This is an optimization exercise on Yosys and OpenROAD, whose aim is small area, not a production implementation. In this exercise RTL edits were held to simulation tests only and were not proved equivalent to the original. In every run shown here, the design's own scripts or RTL, not TritonCTS, make the clock network. The clock input has no modelled driver; a real chip could not lean on it and would need a root buffer or a full tree. No activity file was given, so power comes from the tool's default toggle rates.

## flow/design.v

```verilog
module RainbowRGB
(input CLK
,input RST
,input BTN
,output[7:0]LED
,output[2:0]RGB
);
reg[8:0]x;
reg[8:0]v;
wire xw=x[8]&x[7]&x[4]&x[2]&x[0];          
wire vw=v[8]&v[7]&v[4]&v[2]&v[0];          
wire x0=~(x[8]|x[7]|x[4]|x[2]|x[0]);       
wire v0=~(v[8]|v[7]|v[4]|v[2]|v[0]);       
always@(posedge CLK)
	if(RST|xw)
		x<=9'd106;
	else
		x<=x+1'b1;
always@(posedge CLK)
	if(RST)
		v<=9'd106;
	else if(xw)
		v<=vw?9'd106:v+1'b1;
wire up_low=x<v;
wire dw_low=!v0&&!(~x<v);
wire ramp=vw&&x0;    
reg[2:0]a;    
reg[1:0]q;    
always@(posedge CLK)
	if(RST)begin
		a<=3'd0;
		q<=2'd0;
	end
	else if(ramp)begin
		q<={q[1]^q[0],q[1]|~q[0]};
		if(q!=2'd0)
			a<=a-1'b1;
	end
reg b;           
reg[11:0]sr;     
wire[11:0]s=sr^12'haaa;
reg kp;          
reg sel;         
wire D=s[11]&s[10]&!s[9]&!s[7]&s[6]&!s[5]&!s[4]&s[3]&!s[1];
always@(posedge CLK)
	b<=BTN;
always@(posedge CLK)
	if(RST)
		sr<=12'h100^12'haaa;
	else if(BTN!=b)
		sr<=12'h200^12'haaa;
	else
		sr<={s[10:0],s[11]^s[10]}^12'haaa;
always@(posedge CLK)
	if(RST)
		kp<=1'b0;
	else if(D)
		kp<=b;
always@(posedge CLK)
	if(RST)
		sel<=1'b0;
	else if(D&&b&&!kp)
		sel<=~sel;
wire U=up_low&&sel;
wire W=dw_low&&sel;
wire U0=U&&!a[0];
wire W1=W&&a[0];
wire M=a[0]?U:W;
wire[3:0]d={a[2:1]==2'd3,a[2:1]==2'd2,a[2:1]==2'd1,a[2:1]==2'd0};
genvar j;
generate
for(j=0;j<4;j=j+1)begin:gl
	assign LED[2*j]=~((d[j]&&U0)||(d[(j+3)%4]&&W1));
	assign LED[2*j+1]=~(d[j]&&M);
end
endgenerate
wire Ur=up_low&&!sel;
wire Wr=dw_low&&!sel;
assign RGB[0]=~((!q[1]&&Ur)||(q[1]&&!q[0]&&Wr));
assign RGB[1]=~((q[1]&&q[0]&&Ur)||(!q[1]&&Wr));
assign RGB[2]=~((q[1]&&!q[0]&&Ur)||(q[1]&&q[0]&&Wr));
endmodule
```

## flow/flow/run.sh

```bash
#!/bin/bash
D=$(pwd)
export CTS_SINGLE_BUF=sky130_fd_sc_hd__clkbuf_8
export CTS_NBUF=2
export POST_CTS_TCL=$D/flow/cts_post.tcl
bash standard.sh "SYNTH_SCRIPT=$D/flow/synth.tcl" "POST_CTS_TCL=$D/flow/cts_post.tcl" 'ADDER_MAP_FILE=' 'BUFFER_PORTS_ARGS=-buffer_cell sky130_fd_sc_hd__buf_1' 'CTS_ARGS=-sink_clustering_enable -repair_clock_nets -buf_list {sky130_fd_sc_hd__clkbuf_4} -root_buf sky130_fd_sc_hd__clkbuf_4 -dont_use_dummy_load' finish > standard.log 2>&1
```

## flow/flow/cts_post.tcl

```tcl
# POST_CTS hook: replace the clock tree that CTS built with CTS_NBUF clock
# buffers of type CTS_SINGLE_BUF, all driven by the CLK port, each driving
# an equal share of the register clock pins (split by position).
set db [ord::get_db]
set block [ord::get_db_block]
set master [$db findMaster $::env(CTS_SINGLE_BUF)]
set nbuf $::env(CTS_NBUF)
set port_net [[$block findBTerm CLK] getNet]
set tree_insts {}
set tree_nets {}
set sinks {}
set todo [list $port_net]
while { [llength $todo] } {
  set net [lindex $todo 0]
  set todo [lrange $todo 1 end]
  foreach it [$net getITerms] {
    if { [$it getIoType] ne "INPUT" } { continue }
    set inst [$it getInst]
    set mname [[$inst getMaster] getName]
    if { [string match "*__clkbuf_*" $mname] || [string match "*__buf_*" $mname] } {
      lappend tree_insts $inst
      foreach o [$inst getITerms] {
        if { [$o getIoType] eq "OUTPUT" && [$o getNet] ne "NULL" } {
          lappend tree_nets [$o getNet]
          lappend todo [$o getNet]
        }
      }
    } else {
      set b [$inst getBBox]
      lappend sinks [list [expr {([$b xMin] + [$b xMax]) / 2}] [expr {([$b yMin] + [$b yMax]) / 2}] $it]
    }
  }
}
puts "cts_post: [llength $tree_insts] tree cells, [llength $sinks] sinks, $nbuf new buffers"
foreach s $sinks { [lindex $s 2] disconnect }
foreach inst $tree_insts { odb::dbInst_destroy $inst }
foreach net $tree_nets { odb::dbNet_destroy $net }
# split along the longer side of the sink region
set xs [lmap s $sinks {lindex $s 0}]
set ys [lmap s $sinks {lindex $s 1}]
set w [expr {[tcl::mathfunc::max {*}$xs] - [tcl::mathfunc::min {*}$xs]}]
set h [expr {[tcl::mathfunc::max {*}$ys] - [tcl::mathfunc::min {*}$ys]}]
set key [expr {$w >= $h ? 0 : 1}]
set sinks [lsort -integer -index $key $sinks]
set n [llength $sinks]
for {set k 0} {$k < $nbuf} {incr k} {
  set lo [expr {$k * $n / $nbuf}]
  set hi [expr {($k + 1) * $n / $nbuf - 1}]
  set grp [lrange $sinks $lo $hi]
  set buf [odb::dbInst_create $block $master clkbuf_root_$k]
  set cnet [odb::dbNet_create $block clknet_root_$k]
  $cnet setSigType CLOCK
  [$buf findITerm A] connect $port_net
  [$buf findITerm X] connect $cnet
  set sx 0; set sy 0
  foreach s $grp {
    [lindex $s 2] connect $cnet
    set sx [expr {$sx + [lindex $s 0]}]
    set sy [expr {$sy + [lindex $s 1]}]
  }
  $buf setLocation [expr {$sx / [llength $grp]}] [expr {$sy / [llength $grp]}]
  $buf setPlacementStatus PLACED
}
detailed_placement
check_placement -verbose
estimate_parasitics -placement
report_clock_skew
report_check_types -max_slew -max_capacitance
```

## flow/flow/synth.tcl

```tcl
proc synth {args} { yosys synth -nofsm -noshare {*}$args }
# The standard synthesis (synth_recipe.tcl), with abc given a different script.
proc abc {args} {
  set out {}
  set skip 0
  foreach a $args {
    if {$skip} { set skip 0; lappend out {+strash;dc2;dch -f;map -a;strash;dc2;dch -f;map -a;strash;dc2;dch -f;map -a;strash;dc2;dch -f;map -a;topo}; continue }
    if {$a eq "-script"} { set skip 1 }
    lappend out $a
  }
  yosys abc {*}$out
}
source $::env(SCRIPTS_DIR)/synth.tcl
# left out here: clear keep_hierarchy, flatten, clean up, hide names made inside functions, write 1_2_yosys.v
```

## flow/standard.sh

```bash
#!/bin/bash
# synth_recipe.tcl (not shown) runs the flow's synth.tcl, then flattens the netlist and writes it again
# the make line also repeats each setting of config.mk as NAME=value (left out here)
make -C /OpenROAD-flow-scripts/flow DESIGN_CONFIG=/design/flow/config.mk WORK_HOME=/design/flow/orfs CLKGATE_MAP_FILE= SYNTH_SCRIPT=/design/flow/synth_recipe.tcl "${@:-finish}"
```

## flow/config.mk

```make
export PLATFORM = sky130hd
export DESIGN_NAME = RainbowRGB
export DESIGN_NICKNAME = RainbowRGB
export VERILOG_FILES = /design/flow/design.v
export SDC_FILE = /design/flow/constraint.sdc
export NUM_CORES = 4
export LEC_CHECK = 0
export CAP_MARGIN = 20
export CORE_MARGIN = 2
export CORE_UTILIZATION = 40
export SLEW_MARGIN = 20
```

## flow/constraint.sdc

```tcl
create_clock -name core_clock -period 10.0 [get_ports {CLK}]
set_input_delay 2.0000 -clock core_clock [delete_from_list [all_inputs] [get_ports {CLK}]]
set_output_delay 2.0000 -clock core_clock [all_outputs]
set_load 0.01 [all_outputs]
```

==> notes.md, run 1 <==
DRT iter0 DRCs 114; sequential element share of the synthesized area 46.5%; final hold slack 0.385 ns; synthesized instance count 229; Flop pwr share 69.1%; Final #Nets 249; Starting Density 41.2%; crit-path max FO 4; synthesized area 0.00164 mm^2; Register Area 761 um^2; Detailed Route WL 3300 um; Hold Crit Class register to register; Reg2Reg Setup Slack 7.93 ns; routed len/inst 11.2 um; worst r2r path cells 14; initial antenna violation count 0; Syn Nets 232; Startpoint Class register; Placer Congestion 0.886; gr usage total 15.7%; Max transition margin 68.7%; Unique masters post-synth 18; DRT antenna net count 0; Die ar. 0.00462 mm^2; Worst-path clk slew 0.11 ns; n_diodes 0; area of the multi-input gates 739 um^2; die height 67.9 um; # DRC 0; IO Pins 14; first-pass GRT wire length 5550 um; CP Capture Point LED[2]; CTS Sinks 38; Clk Latency, worst-skew pair 0.17 ns; total core area 0.00397 mm^2; Avg Inst Size Synth 7.14 um^2; Psw 49.1 uW; final period utilization 45.2%; clock skew 0.00429 ns; largest net degree at the start of global routing 20; outcome finished clean; Max Cap Viol 0; crit path capture type primary output; Rows 23; layout cells sized above 1 1.23%; Synth Warn # 1; r2r startpoint x[4]$_SDFF_PP0_; Remaining Overflow, GRT 0; detailed-route vias per instance 5.00; f_max 221 MHz; CP required 8.00 ns; final setup fails 0; maximum vdd drop 0.0654 mV; Crit Reg-Reg Endpoint v[7]$_SDFFE_PP0P_; pwr dens 128 mW/mm^2; Least-Margin Pin Slew 0.468 ns; Hold Startpoint sr[2]$_SDFF_PP0_; TNS Setup 0 ns; Crit path arrival time 2.52 ns; unrepaired setup endpoints after global routing false; Pleak 0.000615 uW; type of the worst setup path register to primary output; Slew Limit Fails 0; Horiz. Die Dim 67.9 um; Int Pwr 177 uW; synthesized flop and latch total 38; Filler cells 428; Detail Placement HPWL 2570 um; Worst Setup SP x[0]$_SDFF_PP0_; Clock Power Share 25.0%; PortBufs 13; Area Growth Syn to Fin 8.49%; drt first pass iters 4; crit path time final 4.52 ns; vias 1,469; sw frac 21.7%; combinational share of power 5.9%; vias in the first global route 1,253; Fin. Hold Viols 0
[registers in the layout, summed over array words and instances (netlist names)]
register  cells
sr           12
sel           1
b             1
a             3
v             9
q             2
kp            1
x             9
[cells in the mapped netlist (all sizes together)]
cell	number	share of area, %
a21oi	14	4.3
a221oi	3	1.6
a22oi	8	3.7
a31oi	2	0.76
a41oi	1	0.54
clkinv	36	8.3
dfxtp	38	47
maj3	1	0.61
nand2	29	6.7
nand3	4	1.2
nand4	4	1.5
nor2	50	11
nor3	7	2.1
o21ai	23	7.0
o21bai	1	0.46
o22ai	6	2.3
or2	1	0.38
xnor2	1	0.54
[worst max-delay path, stage by stage (launching register included)]
cell,delay (ns)
dfxtp_1,0.40
clkinv_1,0.14
a22oi_1,0.19
a221oi_1,0.07
a221oi_1,0.21
o22ai_1,0.10
maj3_1,0.33
a21oi_1,0.12
o21ai_0,0.08
o21ai_0,0.11
or2_2,0.17
nor2_1,0.06
nand2_1,0.06
o21ai_0,0.10
nand2_1,0.08
buf_1,0.15
[layer usage]
metal | vias to the layer above | track usage, % | wire length [um]
li1 | 804 | - | -
met1 | 630 | 22.3 | 1710
met2 | 33 | 24.0 | 1360
met3 | 2 | 2.47 | 186
met4 | 0 | 5.25 | 43
met5 | - | 0 | 0
[logic make-up (layout without fill, tap and decap cells)]
| group | Yosys count | count (layout) | share of synthesized area, % |
|---|---|---|---|
| flip-flops | 38 | 38 | 46.5 |
| AO/OA/AOI/OAI | 58 | 58 | 20.7 |
| AND/OR/NAND/NOR | 95 | 95 | 23.4 |
| buffers and inverters | 36 | 51 | 8.26 |
| adder cells (fa/ha/maj) | 1 | 1 | 0.612 |
| XOR/XNOR | 1 | 1 | 0.536 |
[metrics by stage]
stage / setup WS, ns / instances / total power (uW) / instance area (um^2) / util, %
2_1_floorplan: 6.00 / 229 / 169 / 1640 / -
3_3_place_gp: 5.69 / 292 / 173 / 1750 / 44.0
3_5_place_dp: 5.69 / 292 / 173 / 1750 / 44.0
5_1_grt: 5.12 / 294 / 237 / 1770 / 44.7
6_report: 5.48 / 294 / 226 / 1770 / 44.7
[cell usage in the layout (no fill, tap or decap)]
master,count
a221oi_1,3
maj3_1,1
a21oi_1,14
buf_1,13
clkinv_1,36
dfxtp_1,38
o21bai_1,1
a22oi_1,8
o21ai_0,23
nor2_1,50
a41oi_1,1
o22ai_1,6
clkbuf_8,2
a31oi_1,2
nand3_1,4
or2_2,1
nand4_1,4
nand2_1,29
xnor2_1,1
nor3_1,7
[worst min path at each step]
stage,endpoint,slack [ns],depth (start not counted)
after floorplan,sr[1]$_SDFF_PP1_,0.35,1
after global placement,sr[3]$_SDFF_PP1_,0.35,1
after global routing,sr[3]$_SDFF_PP1_,0.42,1
after detailed placement,sr[3]$_SDFF_PP1_,0.36,1
final,sr[3]$_SDFF_PP1_,0.38,1
[power groups by stage]
stage                     Sequential, uW  Clock [uW]  Combinational (uW)
after detailed placement             160           0                13.4
final                                156        56.6                13.5
after global placement               160           0                13.6
after global routing                 157        64.2                15.9
after floorplan                      159           0                10.0
[layout make-up]
cell class / instances / area share (%)
Timing Repair Buffer: 13 / 2.75
Inverter: 36 / 7.62
Multi-Input combinational cell: 155 / 41.7
Buffer: 2 / 1.55
Tap cell: 50 / 3.53
Sequential cell: 38 / 42.9
==> run 2: changes to the inputs <==
--- a/flow/flow/synth.tcl
+++ b/flow/flow/synth.tcl
@@ -6,3 +6,3 @@
   foreach a $args {
-    if {$skip} { set skip 0; lappend out {+strash;dc2;dch -f;map -a;strash;dc2;dch -f;map -a;strash;dc2;dch -f;map -a;strash;dc2;dch -f;map -a;topo}; continue }
+    if {$skip} { set skip 0; lappend out {+strash;dc2;dch -f;map -a;strash;dc2;dch -f;map -a;strash;&get -n;&if -K 4 -a;&put;mfs;strash;dc2;dch -f;map -a;topo}; continue }
     if {$a eq "-script"} { set skip 1 }
==> notes.md, run 2 <==
Post-synth top cells nor2_1, dfxtp_1, clkinv_1; grt met1 use 20.9%; Starting Density 41.1%; Hold Startpoint sr[2]$_SDFF_PP0_; drt first pass iters 4; Detail Placement HPWL 2560 um; FFs w/ async S/R, synth 0%; Final #Nets 247; # DRC 0; Placer Congestion 0.887; IO Pins 14; Fin. Hold Viols 0; Post-synth EDFFs 0; PortBufs 13; routed len/inst 11.2 um; share of Yosys cell area claimed by the top area cell type 46.7%; Crit Reg-Reg Endpoint v[7]$_SDFFE_PP0P_; synthesized flop and latch total 38; largest net degree at the start of global routing 20; type of the worst setup path register to primary output; ys flop type dfxtp_1; Syn Nets 230; Rows 23; initial antenna violation count 0; CTS Sinks 38; sequential element share of the synthesized area 46.7%; GR Util met2 24.3%; r2r startpoint x[4]$_SDFF_PP0_; TNS Setup 0 ns; Horiz. Die Dim 67.8 um; Max transition margin 69.2%; commonest cells after routing, fill and taps aside nor2_1, dfxtp_1, clkinv_1; f_max 218 MHz; unrepaired setup endpoints after global routing false; Finished Core Util 44.5%; Startpoint Class register; Hold Crit Class register to register; Regs by FF count sr (12), v (9), x (9); Worst-path clk slew 0.11 ns; worst r2r path cells 13; DRT antenna net count 0; Filler cells 423; final setup fails 0; outcome finished clean; gr usage total 15.2%; Unique masters post-synth 19; Area Growth Syn to Fin 8.52%; crit path capture type primary output; vias in the first global route 1,222; first-pass GRT wire length 5370 um; Largest Register sr; Pleak 0.000611 uW; GRT busiest layer met2; layout cells sized above 1 1.24%; DRT iter0 DRCs 109; commonest non-fill, non-tap cell in the layout nor2_1; max reg flops 12; Reg2Reg Setup Slack 7.83 ns; Slew Limit Fails 0; detailed-route vias per instance 5.09; die height 67.8 um; pwr dens 128 mW/mm^2; Crit path arrival time 2.58 ns; crit-path max FO 5; n_diodes 0; Detailed Route WL 3260 um; Least-Margin Pin Slew 0.463 ns; synthesized area 0.00163 mm^2; top-count cell post-synth nor2_1; Hold Path Cell Cnt 1; total core area 0.00397 mm^2; met3 usage 2.47%; crit path time final 4.58 ns; Clk Latency, worst-skew pair 0.17 ns; Die ar. 0.00460 mm^2; CP required 8.00 ns; Max Cap Viol 0; vias 1,485; clock skew 0.00405 ns; Remaining Overflow, GRT 0; synthesized instance count 227; largest cells by area after synthesis dfxtp_1, nor2_1, clkinv_1; cell taking the most area after synthesis dfxtp_1; Hold Path Sink sr[3]$_SDFF_PP1_; Avg Inst Size Synth 7.18 um^2; maximum vdd drop 0.0512 mV; Synth Warn # 1; final period utilization 45.8%
## run 2: how the worst max path moves through the flow
stage                 startpoint  endpoint  slack [ns]  depth (start not counted)
3_5_place_dp   v[2]$_SDFFE_PP0P_    LED[2]        5.65                         15
2_1_floorplan  v[2]$_SDFFE_PP0P_    LED[2]        6.05                         14
5_1_grt        v[2]$_SDFFE_PP0P_    LED[6]        5.13                         15
3_3_place_gp   v[2]$_SDFFE_PP0P_    LED[6]        5.77                         15
6_report       v[2]$_SDFFE_PP0P_    LED[2]        5.42                         15
## run 2: cell type report
cell class                 count  area, um^2  area share [%]
tap                           50        62.6            3.54
multi-input combinational    153         734            41.5
buffer                         2        27.5            1.56
sequential                    38         761            43.0
timing repair buffer          13        48.8            2.76
inverter                      36         135            7.64
## run 2: layer usage
layer / up-vias / share of wire (%)
li1: 798 / -
met1: 657 / 52
met2: 28 / 44
met3: 2 / 3.5
met4: 0 / 1.2
met5: - / 0
## run 2: worst max-delay path, stage by stage, from the launching register on
cell      delay, ns
dfxtp_1        0.40
clkinv_1       0.16
a22oi_1        0.17
a21oi_1        0.09
a221oi_1       0.24
a221oi_1       0.09
o22ai_1        0.14
o21ai_0        0.11
nand2_1        0.06
o21ai_0        0.10
or2_2          0.30
nor2_1         0.17
nand2_1        0.07
o21ai_0        0.10
nand2_1        0.08
buf_1          0.13
## run 2: kinds of logic after synthesis
group / synth area share [%]
AO/OA/AOI/OAI: 21.3
AND/OR/NAND/NOR: 23.3
XOR/XNOR: 0.537
buffers and inverters: 8.29
flip-flops: 46.7
## run 2: per-stage QoR
stage / hold slack (ns) / worst slack [ns] / cell area [um^2] / total power (uW) / std cells
global placement: 0.353 / 5.77 / 1740 / 173 / 290
detailed placement: 0.355 / 5.65 / 1740 / 173 / 290
finish: 0.380 / 5.42 / 1770 / 227 / 292
global route: 0.411 / 5.13 / 1770 / 237 / 292
floorplan: 0.352 / 6.05 / 1630 / 169 / 227
## run 2: where the power goes
part | internal, uW | switching [uW] | leakage (uW)
registers | 154 | 2.95 | 0.000309
logic | 4.52 | 8.62 | 0.000288
clock network | 18.7 | 38.4 | 0.0000144
total | 177 | 50.0 | 0.000611
==> run 3: changes to the inputs <==
--- a/flow/design.v
+++ b/flow/design.v
@@ -63,8 +63,6 @@
 		sel<=~sel;
-wire U=up_low&&sel;
-wire W=dw_low&&sel;
-wire U0=U&&!a[0];
-wire W1=W&&a[0];
-wire M=a[0]?U:W;
-wire[3:0]d={a[2:1]==2'd3,a[2:1]==2'd2,a[2:1]==2'd1,a[2:1]==2'd0};
+wire U0=up_low&&!a[0];
+wire W1=dw_low&&a[0];
+wire M=a[0]?up_low:dw_low;
+wire[3:0]d={sel&&a[2:1]==2'd3,sel&&a[2:1]==2'd2,sel&&a[2:1]==2'd1,sel&&a[2:1]==2'd0};
 genvar j;
==> notes.md, run 3 <==
crit-path max FO 5; pre-CTS setup slack 5.79 ns; cell taking the most area after synthesis dfxtp_1; type of the worst setup path register to primary output; Syn Nets 230; first-pass GRT wire length 5330 um; total core area 0.00397 mm^2; Synth Warn # 1; TNS Setup 0 ns; Post-synth top cells nor2_1, clkinv_1, dfxtp_1; Unique masters post-synth 19; Filler cells 413; Max Cap Viol 0; n_diodes 0; Register Area 761 um^2; Rows 23; Final #Nets 247; IO Pins 14; unrepaired setup endpoints after global routing false; Slew Limit Fails 0; PnR worst setup slack 5.51 ns; commonest non-fill, non-tap cell in the layout nor2_1; final period utilization 44.9%; synthesized area 0.00163 mm^2; largest net degree at the start of global routing 20; Worst-path clk slew 0.12 ns; synthesized flop and latch total 38; drt first pass iters 5; top-count cell post-synth nor2_1; Least-Margin Pin Slew 0.457 ns; ys flop type dfxtp_1; Remaining Overflow, GRT 0; crit path capture type primary output; Clk Latency, worst-skew pair 0.18 ns; DRT iter0 DRCs 49; Avg Inst Size Synth 7.17 um^2; clock skew 0.0164 ns; CTS Sinks 38; sequential element share of the synthesized area 46.7%; Detailed Route WL 3200 um; share of Yosys cell area claimed by the top area cell type 46.7%; gr usage total 15.2%; pwr dens 129 mW/mm^2; layout cells sized above 1 0.826%; Detail Placement HPWL 2430 um; final setup fails 0; vias 1,458; f_max 223 MHz; max reg flops 12; Max transition margin 69.6%; routed len/inst 11.0 um; Regs by FF count sr (12), v (9), x (9); Tot Pwr 228 uW; CP max stage cell dfxtp_1; Hold Crit Class register to register; Buf+Inv Stages, Crit Path 2; synthesized instance count 227; PortBufs 13; # DRC 0; initial antenna violation count 0; Pleak 0.000603 uW; CP required 8.00 ns; area of the multi-input gates 721 um^2; crit-path max cell delay 0.36 ns; worst-path cell chain clkinv_1 -> nor2_1 -> a21oi_1 -> a221oi_1 -> a211oi_1 -> a221oi_1 -> a221oi_1 -> nor2_1 -> a21oi_1 -> a21oi_1 -> o22ai_1 -> mux2i_1 -> nand2_1 -> buf_1; maximum vdd drop 0.0511 mV; cell family with most CP delay compound AO/OA/AOI/OAI gates; Horiz. Die Dim 67.8 um; Largest Register sr; outcome finished clean; Crit path arrival time 2.49 ns; crit path time final 4.49 ns; Placer Congestion 0.853; DRT antenna net count 0; FFs w/ async S/R, synth 0%; final hold slack 0.381 ns; Die ar. 0.00460 mm^2; die height 67.8 um; Starting Density 41.0%; commonest cells after routing, fill and taps aside nor2_1, clkinv_1, dfxtp_1; Fin. Hold Viols 0; largest cells by area after synthesis dfxtp_1, nor2_1, clkinv_1; vias in the first global route 1,221; detailed-route vias per instance 4.99; Startpoint Class register; Post-synth EDFFs 0; Area Growth Syn to Fin 8.53%
-- run 3: cell types whose count changed in the layout (fill, tap and decap cells not counted), moves of 3 or more --
cell      previous run  this run
o21ai_0             22        17
o22ai_1              7         4
nor2_1              48        52
nor3_1               7        12
clkinv_1            36        39
nand3_1              4         1
a221oi_1             2         5
-- run 3: final cells by class --
class                      count  area share (%)
sequential                    38            43.1
tap                           50            3.54
multi-input combinational    150            40.8
inverter                      39            8.29
buffer                         2            1.56
timing repair buffer          13            2.76
-- run 3: metrics by stage --
stage | utilization (%) | cell area, um^2 | std cells
3_3_place_gp | 43.8 | 1740 | 290
6_report | 44.5 | 1770 | 292
5_1_grt | 44.5 | 1770 | 292
2_1_floorplan | - | 1630 | 227
3_5_place_dp | 43.8 | 1740 | 290
-- run 3: final timing paths --
path | from | to | slack [ns] | cells past startpoint
worst max-delay path | v[0]$_SDFFE_PP0P_ | LED[5] | 5.51 | 14
worst min-delay path | sr[2]$_SDFF_PP0_ | sr[3]$_SDFF_PP1_ | 0.38 | 1
worst max register to register | x[7]$_SDFF_PP0_ | v[8]$_SDFFE_PP0P_ | 7.77 | 12
worst min register to register | sr[2]$_SDFF_PP0_ | sr[3]$_SDFF_PP1_ | 0.38 | 1
-- run 3: cell families (layout without fill, tap and decap cells) --
kind of cell,count (synthesis),in the layout,synth area share (%)
and+or+nand+nor,95,95,23.5
AOI/OAI and AO/OA,53,53,19.6
buffers and inverters,39,54,8.99
DFF,38,38,46.7
xor gates and xnor gates,1,1,0.538
muxes,1,1,0.615
-- run 3: power breakdown --
group          internal, uW  switching [uW]  leakage [uW]  total, uW
clock                  18.7            38.5     0.0000144       57.2
combinational          4.68            9.30      0.000280       14.0
sequential              154            2.71      0.000309        157
total                   177            50.5      0.000603        228
-- run 3: per-layer routing --
| layer | vias up | wire length [um] | GRT usage, % |
|---|---|---|---|
| met5 | - | 0 | 0 |
| met4 | 0 | 55 | 4.75 |
| met3 | 8 | 158 | 2.33 |
| met2 | 40 | 1350 | 24.9 |
| met1 | 616 | 1640 | 20.5 |
| li1 | 794 | - | - |
==> run 4: changes to the inputs <==
--- a/flow/flow/synth.tcl
+++ b/flow/flow/synth.tcl
@@ -6,3 +6,3 @@
   foreach a $args {
-    if {$skip} { set skip 0; lappend out {+strash;dc2;dch -f;map -a;strash;dc2;dch -f;map -a;strash;&get -n;&if -K 4 -a;&put;mfs;strash;dc2;dch -f;map -a;topo}; continue }
+    if {$skip} { set skip 0; lappend out {+strash;dc2;dch -f;map -a;strash;dc2;dch -f;map -a;strash;dc2;dch -f;map -a;topo}; continue }
     if {$a eq "-script"} { set skip 1 }
==> notes.md, run 4 <==
vias 1,459; crit path capture type primary output; Die ar. 0.00459 mm^2; # DRC 0; Clk Latency, worst-skew pair 0.17 ns; share of Yosys cell area claimed by the top area cell type 46.8%; detailed-route vias per instance 5.00; pwr dens 129 mW/mm^2; outcome finished clean; Remaining Overflow, GRT 0; Fin. Hold Viols 0; f_max 228 MHz; Hold Crit Class register to register; r2r startpoint x[7]$_SDFF_PP0_; TNS Setup 0 ns; crit-path max FO 5; worst r2r path cells 12; die height 67.8 um; Crit path arrival time 2.38 ns; cell taking the most area after synthesis dfxtp_1; DRT antenna net count 0; final hold slack 0.383 ns; routed len/inst 10.8 um; layout cells sized above 1 0.826%; unrepaired setup endpoints after global routing false; Hold Startpoint sr[0]$_SDFF_PP0_; Regs by FF count sr (12), v (9), x (9); Area Growth Syn to Fin 8.54%; final setup fails 0; Syn Nets 230; final period utilization 43.8%; commonest cells after routing, fill and taps aside nor2_1, clkinv_1, dfxtp_1; commonest non-fill, non-tap cell in the layout nor2_1; ys flop type dfxtp_1; synthesized instance count 227; Post-synth top cells nor2_1, clkinv_1, dfxtp_1; Largest Register sr; Reg2Reg Setup Slack 7.72 ns; DRT iter0 DRCs 68; type of the worst setup path register to primary output; DP Area 0.00174 mm^2; Crit Reg-Reg Endpoint v[8]$_SDFFE_PP0P_; CP required 8.00 ns; Avg Inst Size Synth 7.17 um^2; Hold Path Sink sr[1]$_SDFF_PP1_; largest net degree at the start of global routing 20; total core area 0.00394 mm^2; first-pass GRT wire length 5100 um; n_diodes 0; largest cells by area after synthesis dfxtp_1, nor2_1, clkinv_1; gr usage total 14.5%; CTS Sinks 38; Unique masters post-synth 17; Slew Limit Fails 0; Starting Density 41.3%; Post-synth EDFFs 0; crit path time final 4.38 ns; maximum vdd drop 0.0638 mV; Synth Warn # 1; Pleak 0.000609 uW; IO Pins 14; Startpoint Class register; Detailed Route WL 3140 um; Filler cells 409; Worst-path clk slew 0.12 ns; Max transition margin 70.7%; FFs w/ async S/R, synth 0%; synthesized flop and latch total 38; Detail Placement HPWL 2480 um; drt first pass iters 4; sequential element share of the synthesized area 46.8%; Max Cap Viol 0; Placer Congestion 0.793; PortBufs 13; Hold Path Cell Cnt 1; top-count cell post-synth nor2_1; initial antenna violation count 0; Horiz. Die Dim 67.8 um; max reg flops 12; final instance area 0.00177 mm^2; Least-Margin Pin Slew 0.439 ns; synthesized area 0.00163 mm^2; vias in the first global route 1,161; Rows 23; Final #Nets 247; clock skew 0.00818 ns
## run 4: where the power goes
| part | internal [uW] | switching [uW] | total (uW) |
|---|---|---|---|
| Sequential | 154 | 2.62 | 157 |
| Combinational | 4.82 | 9.24 | 14.1 |
| Clock | 18.7 | 38.4 | 57.2 |
## run 4: worst max-delay path by stage
stage	start	end	slack [ns]	depth (start not counted)
3_5_place_dp	v[0]$_SDFFE_PP0P_	LED[5]	5.83	14
2_1_floorplan	v[0]$_SDFFE_PP0P_	LED[1]	6.18	13
6_report	v[0]$_SDFFE_PP0P_	LED[7]	5.62	14
5_1_grt	v[0]$_SDFFE_PP0P_	LED[1]	5.27	14
3_3_place_gp	v[0]$_SDFFE_PP0P_	LED[5]	5.88	14
## run 4: kinds of logic after synthesis
family                    synth area share [%]
DFF                                       46.8
buffers and inverters                     9.00
and+or+nand+nor                           23.3
AOI/OAI and AO/OA                         19.8
xor gates and xnor gates                 0.539
muxes                                    0.615
## run 4: final cells by class
class	count	area [um^2]	area share, %
multi-input cells	150	719	40.8
flip-flops and latches	38	761	43.1
plain buffers	2	27.5	1.56
well taps	50	62.6	3.54
repair buffers	13	48.8	2.76
inverters	39	146	8.29
## run 4: worst max-delay path: stages (launching register included)
cell	delay (ns)
dfxtp_1	0.35
clkinv_1	0.14
nor2_1	0.16
a21oi_1	0.06
a221oi_1	0.24
a221oi_1	0.08
a221oi_1	0.21
a221oi_1	0.07
nor2_1	0.09
a21oi_1	0.05
a21oi_1	0.13
o22ai_1	0.12
mux2i_1	0.29
nand2_1	0.08
buf_1	0.14
## run 4: metal layers
layer / share of wire, % / up-vias / GRT usage, %
li1: - / 794 / -
met1: 52 / 634 / 21.2
met2: 42 / 29 / 22.3
met3: 5.1 / 2 / 2.00
met4: 0.96 / 0 / 3.75
met5: 0 / - / 0
## run 4: metrics by stage
stage | setup slack [ns] | power [uW] | utilization [%] | instances
6_report | 5.62 | 228 | 44.8 | 292
5_1_grt | 5.27 | 238 | 44.8 | 292
3_5_place_dp | 5.83 | 174 | 44.1 | 290
3_3_place_gp | 5.88 | 174 | 44.1 | 290
2_1_floorplan | 6.18 | 170 | - | 227
==> run 5: changes to the inputs <==
--- a/flow/flow/cts_post.tcl
+++ b/flow/flow/cts_post.tcl
@@ -37,3 +37,3 @@
 foreach net $tree_nets { odb::dbNet_destroy $net }
-# split along the longer side of the sink region
+# k-means on sink positions, started from strips along the longer side
 set xs [lmap s $sinks {lindex $s 0}]
@@ -45,6 +45,32 @@
 set n [llength $sinks]
+set assign {}
+for {set i 0} {$i < $n} {incr i} { lappend assign [expr {$i * $nbuf / $n}] }
+for {set iter 0} {$iter < 20} {incr iter} {
+  set cx {}; set cy {}
+  for {set k 0} {$k < $nbuf} {incr k} {
+    set sx 0.0; set sy 0.0; set c 0
+    foreach s $sinks g $assign { if {$g == $k} { set sx [expr {$sx + [lindex $s 0]}]; set sy [expr {$sy + [lindex $s 1]}]; incr c } }
+    if {$c == 0} { set c 1 }
+    lappend cx [expr {$sx / $c}]; lappend cy [expr {$sy / $c}]
+  }
+  set new {}
+  foreach s $sinks {
+    set best 0; set bd 1e30
+    for {set k 0} {$k < $nbuf} {incr k} {
+      set d [expr {abs([lindex $s 0] - [lindex $cx $k]) + abs([lindex $s 1] - [lindex $cy $k])}]
+      if {$d < $bd} { set bd $d; set best $k }
+    }
+    lappend new $best
+  }
+  set assign $new
+}
+set groups {}
 for {set k 0} {$k < $nbuf} {incr k} {
-  set lo [expr {$k * $n / $nbuf}]
-  set hi [expr {($k + 1) * $n / $nbuf - 1}]
-  set grp [lrange $sinks $lo $hi]
+  set g {}
+  foreach s $sinks a $assign { if {$a == $k} { lappend g $s } }
+  lappend groups $g
+  puts "cts_post: group $k has [llength $g] sinks"
+}
+for {set k 0} {$k < $nbuf} {incr k} {
+  set grp [lindex $groups $k]
   set buf [odb::dbInst_create $block $master clkbuf_root_$k]
==> notes.md, run 5 <==
largest net degree at the start of global routing 23; max reg flops 12; Max transition margin 71.4%; detailed-route vias per instance 4.95; IO Pins 14; Post-synth top cells nor2_1, clkinv_1, dfxtp_1; die height 67.8 um; Syn Nets 230; Remaining Overflow, GRT 0; Detail Placement HPWL 2480 um; PortBufs 13; cell taking the most area after synthesis dfxtp_1; Regs by FF count sr (12), v (9), x (9); Psw 48.9 uW; initial antenna violation count 0; # DRC 0; Int Pwr 177 uW; final period utilization 43.4%; Clock Power Share 24.7%; f_max 231 MHz; Pleak 0.000609 uW; Unique masters post-synth 17; FFs w/ async S/R, synth 0%; pwr dens 128 mW/mm^2; layout cells sized above 1 0.826%; vias in the first global route 1,175; TNS Setup 0 ns; final setup fails 0; share of Yosys cell area claimed by the top area cell type 46.8%; Final Non-Filler Cells 292; Area Growth Syn to Fin 8.54%; drt first pass iters 4; crit path capture type primary output; Register Area 761 um^2; Synth Warn # 1; Placer Congestion 0.793; Avg Inst Size Synth 7.17 um^2; Die ar. 0.00459 mm^2; Worst-path clk slew 0.12 ns; sw frac 21.6%; Startpoint Class register; total core area 0.00394 mm^2; Clk Latency, worst-skew pair 0.17 ns; Detailed Route WL 3120 um; commonest non-fill, non-tap cell in the layout nor2_1; synthesized instance count 227; commonest cells after routing, fill and taps aside nor2_1, clkinv_1, dfxtp_1; Crit path arrival time 2.34 ns; Slew Limit Fails 0; crit-path max FO 5; DRT iter0 DRCs 78; largest cells by area after synthesis dfxtp_1, nor2_1, clkinv_1; synthesized flop and latch total 38; CTS Sinks 38; unrepaired setup endpoints after global routing false; n_diodes 0; Hold Crit Class register to register; first-pass GRT wire length 5130 um; DRT antenna net count 0; Post-synth EDFFs 0; clock skew 0.0133 ns; routed len/inst 10.7 um; gr usage total 14.7%; sequential element share of the synthesized area 46.8%; Flop pwr share 69.1%; combinational share of power 6.2%; Largest Register sr; maximum vdd drop 0.0517 mV; type of the worst setup path register to primary output; synthesized area 0.00163 mm^2; ys flop type dfxtp_1; crit path time final 4.34 ns; top-count cell post-synth nor2_1; Horiz. Die Dim 67.8 um; Final #Nets 247; Placed Instances 290; Rows 23; Fin. Hold Viols 0; area of the multi-input gates 719 um^2; Starting Density 41.3%; Filler cells 406; outcome finished clean; Least-Margin Pin Slew 0.430 ns; Max Cap Viol 0; vias 1,445; CP required 8.00 ns
[run 5: metal layers]
metal	track usage [%]	wire length [um]	vias to the layer above	share of wire, %
met1	20.6	1630	622	52
met5	0	0	-	0
met4	4.50	41	0	1.3
li1	-	-	789	-
met2	22.8	1290	31	41
met3	3.00	171	3	5.5
[run 5: area by class of cell]
cell class / instances / area share [%]
buffer: 2 / 1.56
inverter: 39 / 8.29
multi-input combinational: 150 / 40.8
sequential: 38 / 43.1
tap: 50 / 3.54
timing repair buffer: 13 / 2.76
[run 5: path summary, 6_finish.rpt]
| check | cells past startpoint | from | slack (ns) | to |
|---|---|---|---|---|
| setup / recovery | 14 | v[0]$_SDFFE_PP0P_ | 5.66 | LED[7] |
| hold / removal | 1 | sr[0]$_SDFF_PP0_ | 0.38 | sr[1]$_SDFF_PP1_ |
| setup reg to reg | 12 | x[7]$_SDFF_PP0_ | 7.73 | v[8]$_SDFFE_PP0P_ |
| hold reg to reg | 1 | sr[0]$_SDFF_PP0_ | 0.38 | sr[1]$_SDFF_PP1_ |
[run 5: per-stage QoR]
stage	worst slack (ns)	total power, uW	utilization [%]	hold WS (ns)	instance area, um^2
detailed placement	5.83	174	44.1	0.361	1740
global route	5.30	238	44.8	0.404	1770
finish	5.66	226	44.8	0.385	1770
floorplan	6.18	170	-	0.352	1630
global placement	5.88	174	44.1	0.358	1740
[run 5: worst max-delay path: stages, from the launching register on]
cell and delay [ns]:
dfxtp_1 0.35, clkinv_1 0.14, nor2_1 0.16, a21oi_1 0.05, a221oi_1 0.20, a221oi_1 0.08
a221oi_1 0.22, a221oi_1 0.08, nor2_1 0.09, a21oi_1 0.05, a21oi_1 0.13, o22ai_1 0.11
mux2i_1 0.29, nand2_1 0.08, buf_1 0.14
[run 5: kinds of logic after synthesis]
logic type / synth area share [%]
AOI/OAI and AO/OA: 19.8
xor gates and xnor gates: 0.539
buffers and inverters: 9.00
DFF: 46.8
muxes: 0.615
and+or+nand+nor: 23.3
[run 5: power by group through the flow]
stage               Sequential [uW]  Combinational (uW)  Clock, uW
floorplan                       159                10.7          0
global placement                160                14.1          0
detailed placement              160                14.1          0
global route                    157                16.3       64.3
finish                          157                14.0       55.8
==> run 6: changes to the inputs <==
--- a/flow/flow/cts_post.tcl
+++ b/flow/flow/cts_post.tcl
@@ -2,3 +2,3 @@
 # buffers of type CTS_SINGLE_BUF, all driven by the CLK port, each driving
-# an equal share of the register clock pins (split by position).
+# one cluster of the register clock pins (k-means on their positions).
 set db [ord::get_db]
==> notes.md, run 6 <==
outcome finished clean; combinational share of power 6.2%; sequential element share of the synthesized area 46.8%; Slew Limit Fails 0; pwr dens 128 mW/mm^2; DRT iter0 DRCs 78; Final #Nets 247; vias 1,445; Finished Core Util 44.8%; commonest cells after routing, fill and taps aside nor2_1, clkinv_1, dfxtp_1; synthesized flop and latch total 38; gr usage total 14.7%; FFs w/ async S/R, synth 0%; top-count cell post-synth nor2_1; detailed-route vias per instance 4.95; Post-synth top cells nor2_1, clkinv_1, dfxtp_1; f_max 231 MHz; largest net degree at the start of global routing 23; Flop pwr share 69.1%; Starting Density 41.3%; # DRC 0; most frequent CP cell a221oi_1; TNS Setup 0 ns; Synth Warn # 1; CP max stage cell dfxtp_1; Syn Nets 230; max reg flops 12; ys flop type dfxtp_1; n_diodes 0; crit path time final 4.34 ns; Avg Inst Size Synth 7.17 um^2; Worst-path clk slew 0.12 ns; Int Pwr 177 uW; largest cells by area after synthesis dfxtp_1, nor2_1, clkinv_1; Fin. Hold Viols 0; Regs by FF count sr (12), v (9), x (9); synthesized instance count 227; clock skew 0.0133 ns; cell taking the most area after synthesis dfxtp_1; Rows 23; crit-path max FO 5; Hold Crit Class register to register; routed len/inst 10.7 um; drt first pass iters 4; DRT antenna net count 0; sw frac 21.6%; worst-path cell chain clkinv_1 -> nor2_1 -> a21oi_1 -> a221oi_1 -> a221oi_1 -> a221oi_1 -> a221oi_1 -> nor2_1 -> a21oi_1 -> a21oi_1 -> o22ai_1 -> mux2i_1 -> nand2_1 -> buf_1; share of Yosys cell area claimed by the top area cell type 46.8%; Largest Register sr; vias in the first global route 1,175; synthesized area 0.00163 mm^2; Area Growth Syn to Fin 8.54%; Max Cap Viol 0; total core area 0.00394 mm^2; Max transition margin 71.4%; Clock Power Share 24.7%; commonest non-fill, non-tap cell in the layout nor2_1; crit path capture type primary output; PortBufs 13; layout cells sized above 1 0.826%; die height 67.8 um; maximum vdd drop 0.0517 mV; Least-Margin Pin Slew 0.430 ns; final setup fails 0; Die ar. 0.00459 mm^2; Remaining Overflow, GRT 0; Pleak 0.000609 uW; IO Pins 14; Horiz. Die Dim 67.8 um; Detailed Route WL 3120 um; Placer Congestion 0.793; Post-synth EDFFs 0; crit-path max cell delay 0.35 ns; Unique masters post-synth 17; Startpoint Class register; final period utilization 43.4%; unrepaired setup endpoints after global routing false; Psw 48.9 uW; CP required 8.00 ns; Clk Latency, worst-skew pair 0.17 ns; Crit path arrival time 2.34 ns; type of the worst setup path register to primary output; Detail Placement HPWL 2480 um; initial antenna violation count 0; first-pass GRT wire length 5130 um; CTS Sinks 38
## run 6: cell counts after synthesis
Identical to the previous run, type by type.
## run 6: layout make-up
| type | instances | area [um^2] |
|---|---|---|
| timing repair buffer | 13 | 48.8 |
| buffer | 2 | 27.5 |
| sequential | 38 | 761 |
| fill | 406 | 2180 |
| inverter | 39 | 146 |
| multi-input combinational | 150 | 719 |
| tap | 50 | 62.6 |
## run 6: worst paths after layout
| path | slack [ns] | to | cells past startpoint | startpoint |
|---|---|---|---|---|
| max | 5.66 | LED[7] | 14 | v[0]$_SDFFE_PP0P_ |
| min | 0.38 | sr[1]$_SDFF_PP1_ | 1 | sr[0]$_SDFF_PP0_ |
| max reg2reg | 7.73 | v[8]$_SDFFE_PP0P_ | 12 | x[7]$_SDFF_PP0_ |
| min reg2reg | 0.38 | sr[1]$_SDFF_PP1_ | 1 | sr[0]$_SDFF_PP0_ |
## run 6: worst max-delay path: cells and delay by family, from the launching register on
family,cells,cell delay [ns]
and+or+nand+nor,3,0.33
DFF,1,0.35
AOI/OAI and AO/OA,8,0.92
muxes,1,0.29
buffers and inverters,2,0.28
## run 6: layer usage
| metal | wire [um] | GRT usage (%) |
|---|---|---|
| met1 | 1630 | 20.6 |
| met2 | 1290 | 22.8 |
| met3 | 171 | 3.00 |
| met4 | 41 | 4.50 |
| met5 | 0 | 0 |
## run 6: logic make-up (layout without fill, tap and decap cells)
logic type,count (synthesis),count (layout),synth area share [%]
AO/OA/AOI/OAI,54,54,19.8
XOR/XNOR,1,1,0.539
buffers and inverters,39,54,9.00
flip-flops,38,38,46.8
multiplexers,1,1,0.615
AND/OR/NAND/NOR,94,94,23.3
## run 6: power groups by stage
stage,registers (uW),logic [uW],clock network [uW]
after detailed placement,160,14.1,0
after floorplan,159,10.7,0
after global placement,160,14.1,0
after global routing,157,16.3,64.3
final,157,14.0,55.8
## run 6: stage by stage
step / cell area [um^2] / worst slack [ns] / hold WS [ns] / std cells / power [uW]
after floorplan: 1630 / 6.18 / 0.352 / 227 / 170
after global placement: 1740 / 5.88 / 0.358 / 290 / 174
after detailed placement: 1740 / 5.83 / 0.361 / 290 / 174
after global routing: 1770 / 5.30 / 0.404 / 292 / 238
final: 1770 / 5.66 / 0.385 / 292 / 226
==> run 7: changes to the inputs <==
--- a/flow/flow/cts_post.tcl
+++ b/flow/flow/cts_post.tcl
@@ -2,3 +2,3 @@
 # buffers of type CTS_SINGLE_BUF, all driven by the CLK port, each driving
-# one cluster of the register clock pins (k-means on their positions).
+# an equal share of the register clock pins (split by position).
 set db [ord::get_db]
--- a/flow/flow/synth.tcl
+++ b/flow/flow/synth.tcl
@@ -6,3 +6,3 @@
   foreach a $args {
-    if {$skip} { set skip 0; lappend out {+strash;dc2;dch -f;map -a;strash;dc2;dch -f;map -a;strash;dc2;dch -f;map -a;topo}; continue }
+    if {$skip} { set skip 0; lappend out {+strash;dc2;dch -f;map -a;strash;dc2;dch -f;map -a;strash;&get -n;&if -K 4 -a;&put;mfs;strash;dc2;dch -f;map -a;topo}; continue }
     if {$a eq "-script"} { set skip 1 }
==> notes.md, run 7 <==
Synth Warn # 1; Buf+Inv Stages, Crit Path 2; Horiz. Die Dim 67.8 um; max reg flops 12; synthesized flop and latch total 38; crit-path max FO 5; total core area 0.00397 mm^2; Rows 23; largest family of logic cells by synthesized area simple AND/OR/NAND/NOR gates; Hold Crit Class register to register; type of the worst setup path register to primary output; Startpoint Class register; DRT iter0 DRCs 46; drt first pass iters 4; Starting Density 41.0%; vias in the first global route 1,220; Pleak 0.000603 uW; Unique masters post-synth 19; synthesized area 0.00163 mm^2; crit-path max cell delay 0.35 ns; Placed Instances 290; Worst-path clk slew 0.13 ns; worst-path cell chain clkinv_1 -> nor2_1 -> a21oi_1 -> a221oi_1 -> a211oi_1 -> a221oi_1 -> a221oi_1 -> nor2_1 -> a21oi_1 -> a21oi_1 -> o22ai_1 -> mux2i_1 -> nand2_1 -> buf_1; Area Growth Syn to Fin 8.53%; pwr dens 129 mW/mm^2; Largest Register sr; Final #Nets 247; area of the multi-input gates 721 um^2; synthesized instance count 227; outcome finished clean; Filler cells 415; commonest cells after routing, fill and taps aside nor2_1, clkinv_1, dfxtp_1; Placer Congestion 0.853; Final Non-Filler Cells 292; gr usage total 15.1%; simple-gate share of the synthesized area 23.5%; largest cells by area after synthesis dfxtp_1, nor2_1, clkinv_1; Detailed Route WL 3190 um; CP required 8.00 ns; clock skew 0.0187 ns; detailed-route vias per instance 4.90; PortBufs 13; CP max stage cell dfxtp_1; Clk Latency, worst-skew pair 0.18 ns; DRT antenna net count 0; share of Yosys cell area claimed by the top area cell type 46.7%; Remaining Overflow, GRT 0; routed len/inst 10.9 um; Max transition margin 70.5%; # DRC 0; final period utilization 44.7%; crit path time final 4.47 ns; maximum vdd drop 0.0528 mV; final instance area 0.00177 mm^2; top-count cell post-synth nor2_1; crit path capture type primary output; Post-synth top cells nor2_1, clkinv_1, dfxtp_1; Regs by FF count sr (12), v (9), x (9); IO Pins 14; Register Area 761 um^2; FFs w/ async S/R, synth 0%; Avg Inst Size Synth 7.17 um^2; Least-Margin Pin Slew 0.443 ns; vias 1,432; Detail Placement HPWL 2430 um; DP Area 0.00174 mm^2; largest net degree at the start of global routing 23; first-pass GRT wire length 5260 um; post-synthesis mux area share 0.615%; Slew Limit Fails 0; cell family with most CP delay compound AO/OA/AOI/OAI gates; CTS Sinks 38; layout cells sized above 1 0.826%; die height 67.8 um; Post-synth EDFFs 0; Compound-Gate Fraction of Synth Area 19.6%; Die ar. 0.00460 mm^2; Crit path arrival time 2.47 ns; Reg2Reg Setup Slack 7.75 ns; sequential element share of the synthesized area 46.7%; n_diodes 0; ys flop type dfxtp_1; Post-Synth Adder-Cell Area 0%; TNS Setup 0 ns; cell taking the most area after synthesis dfxtp_1; commonest non-fill, non-tap cell in the layout nor2_1; initial antenna violation count 0; Fin. Hold Viols 0; unrepaired setup endpoints after global routing false; f_max 224 MHz; final setup fails 0; Max Cap Viol 0; XOR/XNOR share of the synthesized area 0.538%; Syn Nets 230
==> run 7: per-layer routing <==
metal	vias to the layer above	share of wire, %	GRT usage, %
li1	799	-	-
met1	604	54	20.1
met2	22	41	24.6
met4	0	1.9	4.75
met3	7	3.1	2.83
met5	-	0	0
==> run 7: report_power, final <==
part,switching (uW),internal (uW)
Clock,39.4,18.8
Combinational,9.29,4.68
Sequential,2.70,154
Total,51.3,177
==> run 7: final cells by class <==
cell class,count,area share [%]
Multi-Input combinational cell,150,40.8
Timing Repair Buffer,13,2.76
Inverter,39,8.29
Sequential cell,38,43.1
Tap cell,50,3.54
Buffer,2,1.56
==> run 7: kinds of logic after synthesis <==
logic type	count (synthesis)
compound gates	53
xor+xnor	1
buf+inv	39
flops	38
mux	1
simple gates	95
==> run 7: final timing paths <==
path | endpoint | from | cells past startpoint
setup reg to reg | v[7]$_SDFFE_PP0P_ | x[7]$_SDFF_PP0_ | 11
setup / recovery | LED[5] | v[0]$_SDFFE_PP0P_ | 14
hold / removal | sr[3]$_SDFF_PP1_ | sr[2]$_SDFF_PP0_ | 1
hold reg to reg | sr[3]$_SDFF_PP1_ | sr[2]$_SDFF_PP0_ | 1
==> run 7: through the flow <==
stage	utilization, %	power (uW)	worst slack, ns	hold slack (ns)
after floorplan	-	170	6.18	0.352
after global placement	43.8	174	5.76	0.354
after detailed placement	43.8	174	5.79	0.355
after global routing	44.5	237	5.18	0.401
final	44.5	229	5.53	0.386
==> run 8: changes to the inputs <==
--- a/flow/design.v
+++ b/flow/design.v
@@ -63,6 +63,8 @@
 		sel<=~sel;
-wire U0=up_low&&!a[0];
-wire W1=dw_low&&a[0];
-wire M=a[0]?up_low:dw_low;
-wire[3:0]d={sel&&a[2:1]==2'd3,sel&&a[2:1]==2'd2,sel&&a[2:1]==2'd1,sel&&a[2:1]==2'd0};
+wire U=up_low&&sel;
+wire W=dw_low&&sel;
+wire U0=U&&!a[0];
+wire W1=W&&a[0];
+wire M=a[0]?U:W;
+wire[3:0]d={a[2:1]==2'd3,a[2:1]==2'd2,a[2:1]==2'd1,a[2:1]==2'd0};
 genvar j;
--- a/flow/flow/run.sh
+++ b/flow/flow/run.sh
@@ -2,4 +2,4 @@
 D=$(pwd)
-export CTS_SINGLE_BUF=sky130_fd_sc_hd__clkbuf_8
-export CTS_NBUF=2
+export CTS_SINGLE_BUF=sky130_fd_sc_hd__clkbuf_4
+export CTS_NBUF=3
 export POST_CTS_TCL=$D/flow/cts_post.tcl
==> notes.md, run 8 <==
outcome finished clean; crit-path max FO 5; Tot Pwr 221 uW; Least-Margin Pin Slew 0.446 ns; die height 67.8 um; crit-path max cell delay 0.40 ns; Final #Nets 248; CP max stage cell dfxtp_1; cell family with most CP delay compound AO/OA/AOI/OAI gates; ys flop type dfxtp_1; Unique masters post-synth 19; Worst-path clk slew 0.13 ns; DRT iter0 DRCs 61; Fin. Hold Viols 0; Die ar. 0.00460 mm^2; synthesized instance count 227; Regs by FF count sr (12), v (9), x (9); IO Pins 14; pwr dens 125 mW/mm^2; layout cells sized above 1 1.65%; combinational share of power 5.9%; Startpoint Class register; maximum vdd drop 0.0450 mV; f_max 219 MHz; Compound-Gate Fraction of Synth Area 21.3%; Starting Density 41.1%; largest cells by area after synthesis dfxtp_1, nor2_1, clkinv_1; sequential element share of the synthesized area 46.7%; Clk Latency, worst-skew pair 0.18 ns; Placer Congestion 0.887; XOR/XNOR share of the synthesized area 0.537%; type of the worst setup path register to primary output; Buf+Inv Stages, Crit Path 2; DRT antenna net count 0; Clock Power Share 23.2%; gr usage total 15.4%; # DRC 0; initial antenna violation count 0; synthesized flop and latch total 38; crit path capture type primary output; Detailed Route WL 3240 um; Slew Limit Fails 0; CTS Sinks 38; Hold Crit Class register to register; drt first pass iters 4; first-pass GRT wire length 5340 um; Rows 23; commonest cells after routing, fill and taps aside nor2_1, dfxtp_1, clkinv_1; TNS Setup 0 ns; Area Growth Syn to Fin 8.21%; final hold slack 0.382 ns; cell taking the most area after synthesis dfxtp_1; Flop pwr share 70.9%; Max Cap Viol 0; max reg flops 12; Syn Nets 230; sw frac 21.8%; vias 1,489; post-synthesis mux area share 0%; Reg2Reg Setup Slack 7.82 ns; Crit path arrival time 2.58 ns; crit path time final 4.58 ns; top-count cell post-synth nor2_1; CP required 8.00 ns; commonest non-fill, non-tap cell in the layout nor2_1; final setup fails 0; Detail Placement HPWL 2560 um; Remaining Overflow, GRT 0; Int Pwr 173 uW; Psw 48.3 uW; routed len/inst 11.1 um; Max transition margin 70.2%; simple-gate share of the synthesized area 23.3%; share of Yosys cell area claimed by the top area cell type 46.7%; detailed-route vias per instance 5.08; largest net degree at the start of global routing 14; n_diodes 0; FFs w/ async S/R, synth 0%; synthesized area 0.00163 mm^2; Largest Register sr; Avg Inst Size Synth 7.18 um^2; Post-synth top cells nor2_1, dfxtp_1, clkinv_1; vias in the first global route 1,235; Post-synth EDFFs 0; PortBufs 13; Pleak 0.000611 uW; Synth Warn # 1; largest family of logic cells by synthesized area simple AND/OR/NAND/NOR gates; worst-path cell chain clkinv_1 -> a22oi_1 -> a21oi_1 -> a221oi_1 -> a221oi_1 -> o22ai_1 -> o21ai_0 -> nand2_1 -> o21ai_0 -> or2_2 -> nor2_1 -> nand2_1 -> o21ai_0 -> nand2_1 -> buf_1; clock skew 0.00602 ns; Horiz. Die Dim 67.8 um; total core area 0.00397 mm^2; Post-Synth Adder-Cell Area 0%; unrepaired setup endpoints after global routing false; final period utilization 45.8%
-- run 8: cell count changes after synthesis, moves of 3 or more --
cell	previous run	this run
o22ai_1	4	7
o21ai_0	17	22
clkinv_1	39	36
nor3_1	12	7
nor2_1	52	48
nand3_1	1	4
a221oi_1	5	2
-- run 8: per-layer routing --
metal	up-vias	global-route usage [%]	wire [um]
met3	3	3.45	126
met5	-	0	0
met2	27	24.4	1400
met4	0	5.75	46
li1	807	-	-
met1	652	20.4	1670
-- run 8: worst paths after layout --
check | startpoint | to | depth (start not counted)
setup / recovery | v[2]$_SDFFE_PP0P_ | LED[2] | 15
hold / removal | sr[2]$_SDFF_PP0_ | sr[3]$_SDFF_PP1_ | 1
setup reg to reg | x[0]$_SDFF_PP0_ | v[7]$_SDFFE_PP0P_ | 13
hold reg to reg | sr[2]$_SDFF_PP0_ | sr[3]$_SDFF_PP1_ | 1
-- run 8: cell type report --
type | count | area [um^2]
multi-input cells | 153 | 734
fillers | 429 | 2210
flip-flops and latches | 38 | 761
well taps | 50 | 62.6
repair buffers | 13 | 48.8
plain buffers | 3 | 22.5
inverters | 36 | 135
-- run 8: stage by stage --
step / utilization [%] / area (um^2) / instances / worst slack [ns]
after floorplan: - / 1630 / 227 / 6.05
after global placement: 43.9 / 1740 / 290 / 5.77
after detailed placement: 43.9 / 1740 / 290 / 5.65
after global routing: 44.4 / 1760 / 293 / 5.12
final: 44.4 / 1760 / 293 / 5.42
-- run 8: logic make-up after synthesis --
kind of cell    after synthesis
flops                        38
simple gates                 93
buf+inv                      36
xor+xnor                      1
compound gates               59
-- run 8: power by group through the flow --
stage / Clock [uW] / Combinational, uW / Sequential, uW
floorplan: 0 / 9.55 / 159
global placement: 0 / 13.1 / 160
detailed placement: 0 / 13.1 / 160
global route: 59.7 / 15.1 / 158
finish: 51.3 / 13.0 / 157

afterwards: timing with drivers on the ports:
No port has a modelled driver above. Below, the same layouts with a new extraction and two added sets of constraints.
Step 1 sets driving cells, clkbuf_16 on the clock port and buf_2 on the other inputs (assumed; they add their load-dependent delay and slew).
Step 2 moves the port delays by t, midway between the first and last clock arrival at a register: inputs arrive t later, outputs are due t later. That takes back most of the time a late clock gives input paths.
Three values: ideal, step 1, step 2; two values: the first two.
run	shift t [ns]	slack for setup (ns)	hold slack, ns	clock arrival spread, ns	slew at the worst register clock pin (ns)
run 1	0.204	5.484 / 5.446 / 5.650	0.385 / 0.385 / 0.385	0.005 / 0.005	0.11 / 0.11
run 2	0.203	5.422 / 5.385 / 5.588	0.380 / 0.380 / 0.380	0.005 / 0.005	0.11 / 0.11
run 3	0.202	5.508 / 5.473 / 5.675	0.381 / 0.381 / 0.381	0.017 / 0.016	0.12 / 0.12
run 4	0.199	5.617 / 5.583 / 5.782	0.383 / 0.383 / 0.383	0.008 / 0.008	0.12 / 0.12
run 5	0.200	5.664 / 5.628 / 5.827	0.385 / 0.385 / 0.385	0.014 / 0.013	0.12 / 0.12
run 6	0.200	5.664 / 5.628 / 5.827	0.385 / 0.385 / 0.385	0.014 / 0.013	0.12 / 0.12
run 7	0.204	5.534 / 5.498 / 5.701	0.386 / 0.386 / 0.386	0.019 / 0.019	0.13 / 0.13
run 8	0.213	5.424 / 5.387 / 5.600	0.382 / 0.382 / 0.382	0.006 / 0.006	0.13 / 0.13
After both steps every run listed still meets setup and hold.
